This is an optimization exercise on Yosys and OpenROAD, whose aim is small area, a short achievable clock period and few clock cycles per item, not a production implementation. Where RTL was checked, it was by simulation tests only, not by an equivalence proof against the original. Power and IR drop assume default switching activity.

## north
Design hw3_0516310, start of the top module:
module hw3_0516310(
	input clk,
	input enable,
	input [79:0] inbits,
	output [34:0] out_text,
	output reg valid);
Size in the first run: ~940 cells after synthesis, ~120 I/O pins, about 0.0083 mm^2 of cells after synthesis.
export LEC_CHECK = 0
export ABC_CLOCK_PERIOD_IN_PS = 3000
export CAP_MARGIN = 20
export CORE_MARGIN = 2
export CORE_UTILIZATION = 40
export CTS_BUF_LIST = sky130_fd_sc_hd__clkbuf_4 sky130_fd_sc_hd__clkbuf_8
export CTS_CLUSTER_SIZE = 30
export SETUP_SLACK_MARGIN = 1.75
export SLEW_MARGIN = 20
create_clock -name core_clock -period 5.0 [get_ports {clk}]
standard.sh (not shown) runs the stock make flow with config.mk's settings and CLKGATE_MAP_FILE= SYNTH_SCRIPT=/design/flow/synth_recipe.tcl, a recipe that flattens the netlist after the stock synthesis.
==> flow/flow/run.sh <==
#!/bin/bash
# The standard layout, with the port buffers made from the smallest buffer
# (buf_1) instead of the one buffer_ports picks by itself.
set -euo pipefail
bash standard.sh finish \
  "BUFFER_PORTS_ARGS=-buffer_cell sky130_fd_sc_hd__buf_1" \
  > standard.log 2>&1
north finished all stages; the layout is clean.
Testbench counts of north, summed over its fixed seeds: cycles 29,937, items 4,000.
> inputs changed (north -> south)
# north
export LEC_CHECK = 0
export ABC_CLOCK_PERIOD_IN_PS = 3000
export CAP_MARGIN = 20
export CORE_MARGIN = 2
export CORE_UTILIZATION = 40
export CTS_BUF_LIST = sky130_fd_sc_hd__clkbuf_4 sky130_fd_sc_hd__clkbuf_8
export CTS_CLUSTER_SIZE = 30
export SETUP_SLACK_MARGIN = 1.75
export SLEW_MARGIN = 20
create_clock -name core_clock -period 5.0 [get_ports {clk}]
# south
export LEC_CHECK = 0
export ABC_CLOCK_PERIOD_IN_PS = 2500
export CAP_MARGIN = 20
export CORE_MARGIN = 2
export CORE_UTILIZATION = 40
export SETUP_SLACK_MARGIN = 2.5
export SLEW_MARGIN = 20
create_clock -name core_clock -period 5.0 [get_ports {clk}]
==> flow/run.sh (new file) <==
#!/bin/bash
# synth_recipe.tcl (not shown) runs the flow's synth.tcl, then flattens the netlist and writes it again
# the make line also repeats each setting of config.mk as NAME=value (left out here)
make -C /OpenROAD-flow-scripts/flow DESIGN_CONFIG=/design/flow/config.mk WORK_HOME=/design/flow/orfs CLKGATE_MAP_FILE= SYNTH_SCRIPT=/design/flow/synth_recipe.tcl finish
removed: flow/flow/run.sh
removed: flow/standard.sh
### Flow results
- Looking at total area of sequential cells, south sits 43 um^2 above north.
- Taking north as the reference, in south count of non-filler cells in the finished layout higher, final standard cell area without fillers higher.
- Number of clock-tree buffers in the layout ends up lower on north.
What east does differently from south at the input level:
# south
export LEC_CHECK = 0
export ABC_CLOCK_PERIOD_IN_PS = 2500
export CAP_MARGIN = 20
export CORE_MARGIN = 2
export CORE_UTILIZATION = 40
export SETUP_SLACK_MARGIN = 2.5
export SLEW_MARGIN = 20
create_clock -name core_clock -period 5.0 [get_ports {clk}]
# east
export LEC_CHECK = 0
export ABC_AREA = 1
export ABC_CLOCK_PERIOD_IN_PS = 3000
export CAP_MARGIN = 20
export CORE_MARGIN = 2
export CORE_UTILIZATION = 40
export SETUP_SLACK_MARGIN = 1.5
export SLEW_MARGIN = 20
create_clock -name core_clock -period 5.0 [get_ports {clk}]
--- outcome ---
east vs south — post-placement cell area dropped by a few percent
Compare east and south | maximum operating frequency higher: south
Relative to south, the layout overhead on the synthesized area of east is lower by 37 points.
Total chip power (higher): south
When east is set beside south, its fraction of standard cell area that is sequential turns out to be 6.0 points larger.
Worst setup slack ended up 0.17 ns lower on east than on south.
east against south: final cell count rose 12%; post-detailed-routing wire length fell 6000 um; horizontal die dimension rose 0.40%.
[compare] base=south new=east: count of filler cells inserted in the layout went up 557, design area went down about 23%.
For south, the startpoint of the most critical setup path was code_r[10]$_DFFE_PP_, unlike east, where it was code_r[11]$_DFFE_PP_.
diff inputs: east => west
# east
export LEC_CHECK = 0
export ABC_AREA = 1
export ABC_CLOCK_PERIOD_IN_PS = 3000
export CAP_MARGIN = 20
export CORE_MARGIN = 2
export CORE_UTILIZATION = 40
export SETUP_SLACK_MARGIN = 1.5
export SLEW_MARGIN = 20
create_clock -name core_clock -period 5.0 [get_ports {clk}]
# west
export LEC_CHECK = 0
export ABC_CLOCK_PERIOD_IN_PS = 3000
export CAP_MARGIN = 20
export CORE_MARGIN = 2
export CORE_UTILIZATION = 40
export CTS_BUF_LIST = sky130_fd_sc_hd__clkbuf_4 sky130_fd_sc_hd__clkbuf_8
export CTS_CLUSTER_SIZE = 30
export SETUP_SLACK_MARGIN = 2.0
export SLEW_MARGIN = 20
create_clock -name core_clock -period 5.0 [get_ports {clk}]
==> flow/flow/run.sh (new file) <==
#!/bin/bash
# The standard layout, with the port buffers made from the smallest buffer
# (buf_1) instead of the one buffer_ports picks by itself.
set -euo pipefail
bash standard.sh finish \
  "BUFFER_PORTS_ARGS=-buffer_cell sky130_fd_sc_hd__buf_1" \
  > standard.log 2>&1
==> flow/standard.sh (new file) <==
#!/bin/bash
# synth_recipe.tcl (not shown) runs the flow's synth.tcl, then flattens the netlist and writes it again
# the make line also repeats each setting of config.mk as NAME=value (left out here)
make -C /OpenROAD-flow-scripts/flow DESIGN_CONFIG=/design/flow/config.mk WORK_HOME=/design/flow/orfs CLKGATE_MAP_FILE= SYNTH_SCRIPT=/design/flow/synth_recipe.tcl "${@:-finish}"
removed: flow/run.sh
==> summary.txt <==
Higher number of cells traversed by the worst register-to-register path was reported by east, not west. Summary of west over east: power rose by 1.7 mW, first-iteration DRC count picked up an extra about 14%, share of the final layout cell area in multi-input gates +7.0 points. Number of global-route vias before repair shrinks by a few percent when moving from east to west. Looking at critical path startpoint, the code_r[10]$_DFFE_PP_ result is from west; the code_r[11]$_DFFE_PP_ one comes from east. Slew at the pin with the worst max-slew slack was higher in west than in east. Relative to east, routed wire length decreased by 710 um in west.


hw3_0516310 again, from the RTL that the note above started with.
Settings: LEC_CHECK=0, CAP_MARGIN=20, CORE_MARGIN=2, CORE_UTILIZATION=40, CTS_BUF_LIST=sky130_fd_sc_hd__clkbuf_4 sky130_fd_sc_hd__clkbuf_8, CTS_CLUSTER_SIZE=30, SETUP_SLACK_MARGIN=1.5, SLEW_MARGIN=20, TNS_END_PERCENT=20; clock period 5.0 ns.
==> flow/flow/run.sh <==
#!/bin/bash
# The standard layout, with the port buffers made from the smallest buffer
# (buf_1) instead of the one buffer_ports picks by itself.
set -euo pipefail
bash standard.sh finish \
  "BUFFER_PORTS_ARGS=-buffer_cell sky130_fd_sc_hd__buf_1" \
  > standard.log 2>&1
The first run completed with no timing, DRC or antenna violations.
Testbench counts at the start, summed over its fixed seeds: cycles 29,937, items 4,000.
==> next run, changes <==
==> flow/run.sh (new file) <==
#!/bin/bash
# synth_recipe.tcl (not shown) runs the flow's synth.tcl, then flattens the netlist and writes it again
# the make line also repeats each setting of config.mk as NAME=value (left out here)
make -C /OpenROAD-flow-scripts/flow DESIGN_CONFIG=/design/flow/config.mk WORK_HOME=/design/flow/orfs CLKGATE_MAP_FILE= SYNTH_SCRIPT=/design/flow/synth_recipe.tcl finish
ABC_CLOCK_PERIOD_IN_PS = 3000   (was unset)
CTS_BUF_LIST = unset   (was sky130_fd_sc_hd__clkbuf_4 sky130_fd_sc_hd__clkbuf_8)
CTS_CLUSTER_SIZE = unset   (was 30)
TNS_END_PERCENT = unset   (was 20)
removed: flow/flow/run.sh
removed: flow/standard.sh
=>
- clock skew shrinks by 0.0075 ns
- non-clock buffer count grows by 2
- sequential cell count does not change
- sequential power grows slightly
==> next run, changes <==
==> flow/flow/run.sh (new file) <==
#!/bin/bash
# The standard layout, with two changes:
# - synthesis maps with ABC's default script instead of ORFS's abc_speed
#   script (flow/synth_abc.tcl, which then runs synth_recipe.tcl unchanged);
# - the port buffers are made from the smallest buffer (buf_1) instead of
#   the one buffer_ports picks by itself.
set -euo pipefail
bash standard.sh finish \
  "SYNTH_SCRIPT=$PWD/flow/synth_abc.tcl" \
  "BUFFER_PORTS_ARGS=-buffer_cell sky130_fd_sc_hd__buf_1" \
  > standard.log 2>&1
==> flow/flow/synth_abc.tcl (new file) <==
# The standard flow's synthesis script, with ABC's own default mapping script in place of
# ORFS's abc_speed script (no other change: same passes, registers and names).
proc abc {args} {
  set i [lsearch -exact $args -script]
  if {$i >= 0} { set args [lreplace $args $i [expr {$i + 1}]] }
  yosys abc {*}$args
}
source [file join [file dirname [file dirname [file normalize [info script]]]] synth_recipe.tcl]
==> flow/standard.sh (new file) <==
#!/bin/bash
# synth_recipe.tcl (not shown) runs the flow's synth.tcl, then flattens the netlist and writes it again
# the make line also repeats each setting of config.mk as NAME=value (left out here)
make -C /OpenROAD-flow-scripts/flow DESIGN_CONFIG=/design/flow/config.mk WORK_HOME=/design/flow/orfs CLKGATE_MAP_FILE= SYNTH_SCRIPT=/design/flow/synth_recipe.tcl "${@:-finish}"
CTS_BUF_LIST = sky130_fd_sc_hd__clkbuf_4 sky130_fd_sc_hd__clkbuf_8   (was unset)
CTS_CLUSTER_SIZE = 30   (was unset)
SETUP_SLACK_MARGIN = 1.75   (was 1.5)
removed: flow/run.sh
Effect:
- flip-flop and latch count is unchanged
- setup slack is worse by 0.14 ns
- final cell count shrinks by 14%
- design area shrinks by 9.2%
- power shrinks by 20%
- synthesized cell count shrinks by 24%
- sequential share of layout area grows by 3.1 points


Setup of v6:
Another version of the RTL of hw3_0516310 (not shown whole).
Size: ~1,400 cells after synthesis, roughly 130 flip-flops, about 120 I/O pins.
export LEC_CHECK = 0
export ABC_AREA = 1
export CAP_MARGIN = 20
export CORE_MARGIN = 2
export CORE_UTILIZATION = 40
export CTS_BUF_LIST = sky130_fd_sc_hd__clkbuf_4 sky130_fd_sc_hd__clkbuf_8
export CTS_CLUSTER_SIZE = 30
export SETUP_SLACK_MARGIN = 1.5
export SLEW_MARGIN = 20
create_clock -name core_clock -period 5.0 [get_ports {clk}]
==> flow/flow/run.sh <==
#!/bin/bash
# The standard layout, with the port buffers made from the smallest buffer
# (buf_1) instead of the one buffer_ports picks by itself.
set -euo pipefail
bash standard.sh finish \
  "BUFFER_PORTS_ARGS=-buffer_cell sky130_fd_sc_hd__buf_1" \
  > standard.log 2>&1
v6 finished every stage and its layout cleared the timing, design-rule and antenna checks.
Modified inputs, v7 compared to v6
# v6
export LEC_CHECK = 0
export ABC_AREA = 1
export CAP_MARGIN = 20
export CORE_MARGIN = 2
export CORE_UTILIZATION = 40
export CTS_BUF_LIST = sky130_fd_sc_hd__clkbuf_4 sky130_fd_sc_hd__clkbuf_8
export CTS_CLUSTER_SIZE = 30
export SETUP_SLACK_MARGIN = 1.5
export SLEW_MARGIN = 20
create_clock -name core_clock -period 5.0 [get_ports {clk}]
# v7
export LEC_CHECK = 0
export ABC_CLOCK_PERIOD_IN_PS = 3000
export CAP_MARGIN = 20
export CORE_MARGIN = 2
export CORE_UTILIZATION = 40
export CTS_BUF_LIST = sky130_fd_sc_hd__clkbuf_4 sky130_fd_sc_hd__clkbuf_8
export CTS_CLUSTER_SIZE = 30
export SETUP_SLACK_MARGIN = 1.5
export SLEW_MARGIN = 20
create_clock -name core_clock -period 5.0 [get_ports {clk}]
==> summary.txt <==
- Looking at worst-path cell with the longest stage delay, the sky130_fd_sc_hd__edfxtp_1 result is from v6; the sky130_fd_sc_hd__or4_4 one comes from v7.
- [compare] base=v6 new=v7: final worst-path cycle share grew by 2.3 points, final standard cell area without fillers fell by 1.6%.
- When v7 is measured against v6, its floorplan row count turns out 1 lower.
- Summary — multiplexer area fraction after synthesis, v7 relative to v6: higher, by 0.22 points.
- Summary of v7 over v6: count of unique library cells instantiated by Yosys saw an increase; routability-driven placement congestion ratio now sits higher; setup slack after layout went down by 110 ps; instance count along the most critical hold path closely matched the old numbers; critical path depth went down by 6.
- Diff v6 and v7: part of the Yosys area used for sequential elements lower in v6
No functional check of the RTL was part of any run of this note.


hw3_0516310 with an RTL version that a note above also has.
For scale: roughly 940 cells after synthesis, ~130 flip-flops, roughly 120 I/O pins.
==> flow/config.mk <==
export PLATFORM = sky130hd
export DESIGN_NAME = hw3_0516310
export DESIGN_NICKNAME = hw3_0516310
export VERILOG_FILES = /design/flow/design.v
export SDC_FILE = /design/flow/constraint.sdc
export NUM_CORES = 4
export LEC_CHECK = 0
export CAP_MARGIN = 20
export CORE_MARGIN = 2
export CORE_UTILIZATION = 40
export CTS_BUF_LIST = sky130_fd_sc_hd__clkbuf_4 sky130_fd_sc_hd__clkbuf_8
export CTS_CLUSTER_SIZE = 30
export SETUP_SLACK_MARGIN = 1.0
export SLEW_MARGIN = 20
==> flow/constraint.sdc <==
create_clock -name core_clock -period 5.0 [get_ports {clk}]
set_input_delay 1.0000 -clock core_clock [delete_from_list [all_inputs] [get_ports {clk}]]
set_output_delay 1.0000 -clock core_clock [all_outputs]
set_load 0.01 [all_outputs]
Scripts as last shown in full above: flow/flow/run.sh
The first run completed without violations.
Testbench counts at the start, summed over its fixed seeds: cycles 29,937, items 4,000.
Then changed:
ABC_CLOCK_PERIOD_IN_PS = 3000   (was not set)
CORE_UTILIZATION = 60   (was 40)
SETUP_SLACK_MARGIN = 1.5   (was 1.0)
=> Wire length went up by about 17%; core utilization is higher by 25 points; setup slack gains 300 ps; final cell count went down by about 7%; die area goes down by about 33%; total power went up by 9.8%; global-route usage came out higher by 17 points; first-iteration DRC count increases by about 50%; sequential cell count is unchanged; clock skew stays flat.
Then changed:
CORE_UTILIZATION = 40   (was 60)
The new run completed without violations.
Via count falls by 8.5%.
Register-to-register slack improved by 90 ps.
Wire length decreases by about 13%.
Count of clock-buffer cells in the layout shrinks by 2.
Then changed:
==> flow/flow/run.sh (replaced) <==
#!/bin/bash
# The standard layout, with two changes:
# - synthesis maps with ABC's default script instead of ORFS's abc_speed
#   script (flow/synth_abc.tcl, which then runs synth_recipe.tcl unchanged);
# - the port buffers are made from the smallest buffer (buf_1) instead of
#   the one buffer_ports picks by itself.
set -euo pipefail
bash standard.sh finish \
  "SYNTH_SCRIPT=$PWD/flow/synth_abc.tcl" \
  "BUFFER_PORTS_ARGS=-buffer_cell sky130_fd_sc_hd__buf_1" \
  > standard.log 2>&1
==> flow/flow/synth_abc.tcl (new file) <==
# The standard flow's synthesis script, with ABC's own default mapping script in place of
# ORFS's abc_speed script (no other change: same passes, registers and names).
proc abc {args} {
  set i [lsearch -exact $args -script]
  if {$i >= 0} { set args [lreplace $args $i [expr {$i + 1}]] }
  yosys abc {*}$args
}
source [file join [file dirname [file dirname [file normalize [info script]]]] synth_recipe.tcl]
Fmax fell by about 5.4%.
Critical path depth grows by 3.
Setup slack degrades by 190 ps.
Core utilization grows by 6.7 points.
Register-to-register slack is worse by 280 ps.
Final cell count decreases by 17%.
Wire length came out lower by about 5.4%.
Area after synthesis is lower by about 18%.
Then changed:
==> flow/flow/run.sh (replaced) <==
#!/bin/bash
# The standard layout, with the port buffers made from the smallest buffer
# (buf_1) instead of the one buffer_ports picks by itself, and power
# recovery (downsizing cells off the critical paths) after global routing.
set -euo pipefail
bash standard.sh finish \
  "BUFFER_PORTS_ARGS=-buffer_cell sky130_fd_sc_hd__buf_1" \
  RECOVER_POWER=100 \
  > standard.log 2>&1
CTS_BUF_LIST = not set   (was sky130_fd_sc_hd__clkbuf_4 sky130_fd_sc_hd__clkbuf_8)
CTS_CLUSTER_SIZE = not set   (was 30)
removed: flow/flow/synth_abc.tcl
Result:
- The changed run finished with timing, DRC and antenna clean
- first-iteration DRC count increases by 3.5%
- maximum frequency decreases by 11%
- via count increases by 13%
- design area increases by 3.9%
- die area increases by about 21%
- combinational power increases by about 26%
- worst setup slack loses 460 ps


build 38:
Starting RTL as in the previous note.
Settings: LEC_CHECK=0, CAP_MARGIN=20, CORE_MARGIN=2, CORE_UTILIZATION=40, CTS_BUF_LIST=sky130_fd_sc_hd__clkbuf_4 sky130_fd_sc_hd__clkbuf_8, CTS_CLUSTER_SIZE=30, PLACE_DENSITY=0.8, SETUP_SLACK_MARGIN=1.5, SLEW_MARGIN=20; clock period 5.0 ns.
==> flow/flow/run.sh <==
#!/bin/bash
# The standard layout, with the port buffers made from the smallest buffer
# (buf_1) instead of the one buffer_ports picks by itself.
set -euo pipefail
bash standard.sh finish \
  "BUFFER_PORTS_ARGS=-buffer_cell sky130_fd_sc_hd__buf_1" \
  > standard.log 2>&1
Testbench counts of build 38, summed over its fixed seeds: cycles 29,937, items 4,000.
What build 14 does differently from build 38 at the input level:
- SETUP_SLACK_MARGIN now 2.0, was 1.5
- PLACE_DENSITY no longer set, was 0.8
- ABC_CLOCK_PERIOD_IN_PS now 3000, previously not set
==> flow/flow/run.sh <==
#!/bin/bash
# The standard layout, with two changes:
# - synthesis maps with ABC's default script instead of ORFS's abc_speed
#   script (flow/synth_abc.tcl, which then runs synth_recipe.tcl unchanged);
# - the port buffers are made from the smallest buffer (buf_1) instead of
#   the one buffer_ports picks by itself.
set -euo pipefail
bash standard.sh finish \
  "SYNTH_SCRIPT=$PWD/flow/synth_abc.tcl" \
  "BUFFER_PORTS_ARGS=-buffer_cell sky130_fd_sc_hd__buf_1" \
  > standard.log 2>&1
==> flow/flow/synth_abc.tcl (new file) <==
# The standard flow's synthesis script, with ABC's own default mapping script in place of
# ORFS's abc_speed script (no other change: same passes, registers and names).
proc abc {args} {
  set i [lsearch -exact $args -script]
  if {$i >= 0} { set args [lreplace $args $i [expr {$i + 1}]] }
  yosys abc {*}$args
}
source [file join [file dirname [file dirname [file normalize [info script]]]] synth_recipe.tcl]
### Flow results
Area of all placed cells without fillers up about 6% in build 14 wrt build 38
Build 38 has a lower required time at the endpoint of the critical path than build 14.
Comparing achievable frequency for build 14 and build 38, the smaller number came from build 14.
Post-synthesis to final-layout area growth is lower on build 38
Modified inputs, build 44 compared to build 14
- changing ABC_CLOCK_PERIOD_IN_PS from 3000 to 10000
- changing SETUP_SLACK_MARGIN from 2.0 to 1.5
==> flow/flow/run.sh <==
#!/bin/bash
# The standard layout, with the port buffers made from the smallest buffer
# (buf_1) instead of the one buffer_ports picks by itself.
set -euo pipefail
bash standard.sh finish \
  "BUFFER_PORTS_ARGS=-buffer_cell sky130_fd_sc_hd__buf_1" \
  > standard.log 2>&1
removed: flow/flow/synth_abc.tcl
Results
Compared with build 14, cell-internal power in build 44 decreased by a few percent. Of the two candidates, build 14 has the worse maximum achievable frequency and build 44 the better one. Of build 44 and build 14, the lower share of cell area taken by multi-input logic gates belongs to build 14. Number of logic inverters in the finished layout was higher in build 44 than in build 14. Cell with the largest stage delay on the worst path: edfxtp_1 -> build 44, dfxtp_4 -> build 14. Sort build 44 and build 14 by area growth from synthesis to layout, descending, and build 14 comes first.
What build 90 does differently from build 44 at the input level:
- ABC_AREA now 1, previously not set
Results
Against build 44, wire length in build 90 rose slightly.
Comparing build 90 and build 44, the lower total power was measured on build 90.
Post-layout minimum cycle time: build 90 and build 44 compared, higher one is build 90

-- what the ideal ports hide --
The results above use ideal ports. As a check the final layouts listed here were re-extracted and re-timed, cells and wires unchanged. Step 1 (the two cells are an assumption about what drives the block):
set clk [get_ports {clk}]
set_driving_cell -lib_cell sky130_fd_sc_hd__clkbuf_16 $clk
set_driving_cell -lib_cell sky130_fd_sc_hd__buf_2 [delete_from_list [all_inputs] $clk]
Step 2 also shifts input and output timing later by t, the mid clock arrival at the registers, as if the neighbouring blocks saw the same clock. a / b / c = ideal ports / drivers / drivers and shift; a / b = the first two.
run | t (ns) | setup WS [ns] | latest minus earliest clock arrival (ns) | cell pins on the clock port's net
north | 0.497 | 1.589 / 1.546 / 1.850 | 0.022 / 0.021 | 1
south | 0.464 | 1.624 / 1.576 / 2.040 | 0.014 / 0.014 | 1
east | 0.463 | 1.454 / 1.409 / 1.759 | 0.013 / 0.013 | 1
west | 0.491 | 1.605 / 1.567 / 2.058 | 0.016 / 0.016 | 1
the first run of note 2 | 0.485 | 1.547 / 1.508 / 1.643 | 0.019 / 0.019 | 1
the second run of note 2 | 0.471 | 1.590 / 1.544 / 1.613 | 0.015 / 0.016 | 1
the third run of note 2 | 0.478 | 1.449 / 1.449 / 1.449 | 0.013 / 0.014 | 1
v6 | 0.488 | 1.599 / 1.556 / 1.350 | 0.019 / 0.018 | 1
v7 | 0.502 | 1.484 / 1.439 / 1.469 | 0.022 / 0.023 | 1
the first run of note 4 | 0.485 | 1.272 / 1.250 / 1.272 | 0.018 / 0.018 | 1
the second run of note 4 | 0.488 | 1.572 / 1.533 / 1.591 | 0.018 / 0.018 | 1
the third run of note 4 | 0.487 | 1.593 / 1.555 / 1.684 | 0.020 / 0.020 | 1
the fourth run of note 4 | 0.480 | 1.399 / 1.399 / 1.399 | 0.017 / 0.017 | 1
the fifth run of note 4 | 0.464 | 0.938 / 0.938 / 0.938 | 0.011 / 0.010 | 1
build 38 | 0.490 | 1.550 / 1.545 / 1.550 | 0.022 / 0.022 | 1
build 14 | 0.474 | 1.308 / 1.308 / 1.308 | 0.017 / 0.017 | 1
build 44 | 0.487 | 1.593 / 1.555 / 1.684 | 0.020 / 0.020 | 1
build 90 | 0.495 | 1.582 / 1.541 / 1.823 | 0.013 / 0.014 | 1
After both steps every run listed still meets setup and hold. For v6, which loses most, drivers alone change the setup slack by -0.043 ns; drivers and shift together by -0.249 ns.
